From an optimization exercise on the open Yosys and OpenROAD flow, aimed at small area, a short achievable clock period and few clock cycles; shortcuts taken in it are not production practice. RTL that was checked went through simulation tests only; none was proved equivalent to the original.

==> module RISC_SPM, before the edit <==
module RISC_SPM (clk, rst, mem_rdata, mem_addr, mem_wdata, mem_we, halted);
  input        clk, rst;
  input  [7:0] mem_rdata;
  output [7:0] mem_addr, mem_wdata;
  output       mem_we;
  output       halted;
  reg [7:0] R0, R1, R2, R3;
  reg [7:0] PC, MA;
  reg [6:0] IR;           
  reg       sA, sD;       
  reg       Z;
  reg       halted;
  wire       sF  = ~sA & ~sD & ~halted;
  wire [2:0] iop = IR[6:4];
  wire [1:0] src = IR[3:2];
  wire [1:0] dst = IR[1:0];
  wire i_add = (iop == 3'd1);
  wire i_sub = (iop == 3'd2);
  wire i_and = (iop == 3'd3);
  wire i_not = (iop == 3'd4);
  wire ex    = sF & (i_add | i_sub | i_and | i_not);
  reg [7:0] opA, opB;
  always @* begin
    case (dst)
      2'd0: opA = R0; 2'd1: opA = R1; 2'd2: opA = R2; default: opA = R3;
    endcase
    case (src)
      2'd0: opB = R0; 2'd1: opB = R1; 2'd2: opB = R2; default: opB = R3;
    endcase
  end
  wire [7:0] bx = opB ^ {8{i_sub}};
  wire [7:0] p0 = opA ^ bx;
  wire [7:0] g0 = opA & bx;
  wire [8:0] G0 = {g0, i_sub}, P0 = {p0, 1'b0};
  wire [8:0] G1, P1, G2, P2, G3;
  genvar k;
  generate
    for (k = 0; k < 9; k = k + 1) begin : ks
      if (k >= 1) begin : a1
        assign G1[k] = G0[k] | P0[k] & G0[k-1]; assign P1[k] = P0[k] & P0[k-1];
      end else begin : b1
        assign G1[k] = G0[k]; assign P1[k] = P0[k];
      end
      if (k >= 2) begin : a2
        assign G2[k] = G1[k] | P1[k] & G1[k-2]; assign P2[k] = P1[k] & P1[k-2];
      end else begin : b2
        assign G2[k] = G1[k]; assign P2[k] = P1[k];
      end
      if (k >= 4) begin : a3
        assign G3[k] = G2[k] | P2[k] & G2[k-4];
      end else begin : b3
        assign G3[k] = G2[k];
      end
    end
  endgenerate
  wire [7:0] cin = G3[7:0];
  wire [7:0] sum = p0 ^ cin;
  reg [7:0] alu;
  always @* begin
    case (iop)
      3'd1, 3'd2: alu = sum;
      3'd3:       alu = opA & opB;
      default:    alu = ~opB;
    endcase
  end
  wire [7:0] axb  = opA ^ opB;
  wire [7:0] aob  = opA | opB;
  wire       zadd = ~|(axb ^ {aob[6:0], 1'b0});
  wire       zsub = ~|axb;
  wire       zand = ~|(opA & opB);
  wire       znot = &opB;
  reg        zt;
  always @* begin
    case (iop)
      3'd1:    zt = zadd;
      3'd2:    zt = zsub;
      3'd3:    zt = zand;
      default: zt = znot;
    endcase
  end
  wire Zn = ex ? zt : Z;
  wire [3:0] fo     = mem_rdata[7:4];
  wire       f_two  = ~fo[3] & fo[2] & (fo[1] | fo[0]);    
  wire       f_brz  = (fo == 4'd8);
  wire       f_halt = fo[3] & (|fo[2:0]);
  wire       f_skip = f_brz & ~Zn;
  wire d_rd = sD & (iop == 3'd5);
  wire d_wr = sD & (iop == 3'd6);
  wire d_br = sD & ~iop[2] | sD & iop[1] & iop[0];       
  wire [6:0] hi1 = PC[7:1] + 7'd1;
  wire [7:0] PC1 = {PC[0] ? hi1 : PC[7:1], ~PC[0]};
  wire [7:0] PC2 = {hi1, PC[0]};
  wire [3:0] wsel = 4'b1 << dst;
  wire [3:0] wa   = {4{ex}} & wsel;
  wire [3:0] wr   = {4{d_rd}} & wsel;
  always @(posedge clk or negedge rst)
    if (!rst) begin
      R0 <= 8'd0; R1 <= 8'd0; R2 <= 8'd0; R3 <= 8'd0;
    end else begin
      R0 <= wa[0] ? alu : wr[0] ? mem_rdata : R0;
      R1 <= wa[1] ? alu : wr[1] ? mem_rdata : R1;
      R2 <= wa[2] ? alu : wr[2] ? mem_rdata : R2;
      R3 <= wa[3] ? alu : wr[3] ? mem_rdata : R3;
    end
  always @(posedge clk or negedge rst)
    if (!rst) Z <= 1'b0;
    else if (ex) Z <= zt;
  always @(posedge clk or negedge rst)
    if (!rst) begin
      PC <= 8'd0; MA <= 8'd0; IR <= 7'd0;
      sA <= 1'b0; sD <= 1'b0; halted <= 1'b0;
    end else if (sF) begin
      IR <= {fo[2:0], mem_rdata[3:0]};
      if (f_halt) halted <= 1'b1;
      else begin
        MA <= f_skip ? PC2 : PC1;
        PC <= f_skip ? PC2 : PC1;
        sA <= f_two | f_brz & Zn;
      end
    end else if (sA) begin
      MA <= mem_rdata; PC <= PC1; sA <= 1'b0; sD <= 1'b1;
    end else if (sD) begin
      sD <= 1'b0;
      if (d_br) begin MA <= mem_rdata; PC <= mem_rdata; end
      else MA <= PC;
    end
  assign mem_addr  = MA;
  assign mem_wdata = opB;
  assign mem_we    = d_wr;
endmodule
Settings: LEC_CHECK=0, ABC_AREA=1, CAP_MARGIN=20, CORE_MARGIN=2, CORE_UTILIZATION=40, SETUP_SLACK_MARGIN=2.0, SLEW_MARGIN=20; clock period 5.0 ns.
run.sh (not shown) runs the stock make flow with config.mk's settings and CLKGATE_MAP_FILE= SYNTH_SCRIPT=/design/flow/synth_recipe.tcl, a recipe that flattens the netlist after the stock synthesis.
Next try:
--- a/flow/design.v
+++ b/flow/design.v
@@ -7,26 +7,16 @@
   reg [7:0] R0, R1, R2, R3;
   reg [7:0] PC, MA;
-  reg [6:0] IR;           
-  reg       sA, sD;       
+  reg [2:0] iop;          
+  reg [3:0] srcv, dstv;   
+  reg       sA, sB, sD;   
   reg       Z;
   reg       halted;
-  wire       sF  = ~sA & ~sD & ~halted;
-  wire [2:0] iop = IR[6:4];
-  wire [1:0] src = IR[3:2];
-  wire [1:0] dst = IR[1:0];
   wire i_add = (iop == 3'd1);
   wire i_sub = (iop == 3'd2);
   wire i_and = (iop == 3'd3);
   wire i_not = (iop == 3'd4);
-  wire ex    = sF & (i_add | i_sub | i_and | i_not);
-  reg [7:0] opA, opB;
-  always @* begin
-    case (dst)
-      2'd0: opA = R0; 2'd1: opA = R1; 2'd2: opA = R2; default: opA = R3;
-    endcase
-    case (src)
-      2'd0: opB = R0; 2'd1: opB = R1; 2'd2: opB = R2; default: opB = R3;
-    endcase
-  end
+  wire ex    = i_add | i_sub | i_and | i_not;
+  wire [7:0] opA = {8{dstv[0]}} & R0 | {8{dstv[1]}} & R1 | {8{dstv[2]}} & R2 | {8{dstv[3]}} & R3;
+  wire [7:0] opB = {8{srcv[0]}} & R0 | {8{srcv[1]}} & R1 | {8{srcv[2]}} & R2 | {8{srcv[3]}} & R3;
   wire [7:0] bx = opB ^ {8{i_sub}};
   wire [7:0] p0 = opA ^ bx;
@@ -54,6 +44,5 @@
     end
   endgenerate
-  wire [7:0] cin = G3[7:0];
-  wire [7:0] sum = p0 ^ cin;
+  wire [7:0] sum = p0 ^ G3[7:0];
   reg [7:0] alu;
   always @* begin
@@ -79,10 +68,10 @@
     endcase
   end
-  wire Zn = ex ? zt : Z;
+  wire fF = ~sA & ~sD & ~halted & (~sB | ~Z);
+  wire bT = sB & Z;                                        
   wire [3:0] fo     = mem_rdata[7:4];
   wire       f_two  = ~fo[3] & fo[2] & (fo[1] | fo[0]);    
   wire       f_brz  = (fo == 4'd8);
   wire       f_halt = fo[3] & (|fo[2:0]);
-  wire       f_skip = f_brz & ~Zn;
   wire d_rd = sD & (iop == 3'd5);
   wire d_wr = sD & (iop == 3'd6);
@@ -91,7 +80,6 @@
   wire [7:0] PC1 = {PC[0] ? hi1 : PC[7:1], ~PC[0]};
   wire [7:0] PC2 = {hi1, PC[0]};
-  wire [3:0] wsel = 4'b1 << dst;
-  wire [3:0] wa   = {4{ex}} & wsel;
-  wire [3:0] wr   = {4{d_rd}} & wsel;
+  wire [3:0] wa = {4{ex}} & dstv;
+  wire [3:0] wr = {4{d_rd}} & dstv;
   always @(posedge clk or negedge rst)
     if (!rst) begin
@@ -108,16 +96,21 @@
   always @(posedge clk or negedge rst)
     if (!rst) begin
-      PC <= 8'd0; MA <= 8'd0; IR <= 7'd0;
-      sA <= 1'b0; sD <= 1'b0; halted <= 1'b0;
-    end else if (sF) begin
-      IR <= {fo[2:0], mem_rdata[3:0]};
+      PC <= 8'd0; MA <= 8'd0; iop <= 3'd0; srcv <= 4'd0; dstv <= 4'd0;
+      sA <= 1'b0; sB <= 1'b0; sD <= 1'b0; halted <= 1'b0;
+    end else if (fF) begin
+      iop  <= fo[2:0] & {3{~fo[3]}};    
+      srcv <= 4'b1 << mem_rdata[3:2];
+      dstv <= 4'b1 << mem_rdata[1:0];
+      sB   <= 1'b0;
       if (f_halt) halted <= 1'b1;
       else begin
-        MA <= f_skip ? PC2 : PC1;
-        PC <= f_skip ? PC2 : PC1;
-        sA <= f_two | f_brz & Zn;
+        MA <= PC1;
+        PC <= f_brz ? PC2 : PC1;
+        sA <= f_two;
+        sB <= f_brz;
       end
-    end else if (sA) begin
-      MA <= mem_rdata; PC <= PC1; sA <= 1'b0; sD <= 1'b1;
+    end else if (sA | bT) begin
+      MA <= mem_rdata; sA <= 1'b0; sB <= 1'b0; sD <= 1'b1;
+      if (sA) PC <= PC1;
     end else if (sD) begin
       sD <= 1'b0;
@@ -125,5 +118,5 @@
       else MA <= PC;
     end
-  assign mem_addr  = MA;
+  assign mem_addr  = (sB & ~Z) ? PC : MA;
   assign mem_wdata = opB;
   assign mem_we    = d_wr;
Result:
- wire length decreases by 3.1%
- non-clock buffer count fell by 23
- final area goes down by 5.3%
- worst setup slack improves by 0.0050 ns
- core utilization decreases by 2.8 points
- first-iteration DRC count decreases by 55%
- sequential share of layout area rose by 3.7 points
- area after synthesis increases by 0.54%
Testbench counts after the change, summed over its fixed seeds: cycles 39,150.
No functional check of the RTL was part of the first run of this note.

## afterwards: timing with drivers on the ports
The results above use ideal ports. As a check the final layouts listed here were re-extracted and re-timed, cells and wires unchanged. Step 1 sets driving cells, clkbuf_16 on the clock port and buf_2 on the other inputs (assumed; they add their load-dependent delay and slew). Step 2 also shifts input and output timing later by t, the mid clock arrival at the registers, as if the neighbouring blocks saw the same clock. a / b / c = ideal / step 1 / step 2; a / b = the first two.
run	t (ns)	setup slack, ns	hold slack, ns
the first run	0.376	2.075 / 2.034 / 1.929	0.486 / 0.486 / 0.486
the second run	0.366	2.080 / 2.040 / 1.904	0.479 / 0.479 / 0.479
After both steps setup and hold are still met in every run listed. The setup slack of the second run, which loses most, moves by -0.040 ns with the drivers and by -0.176 ns with both steps.
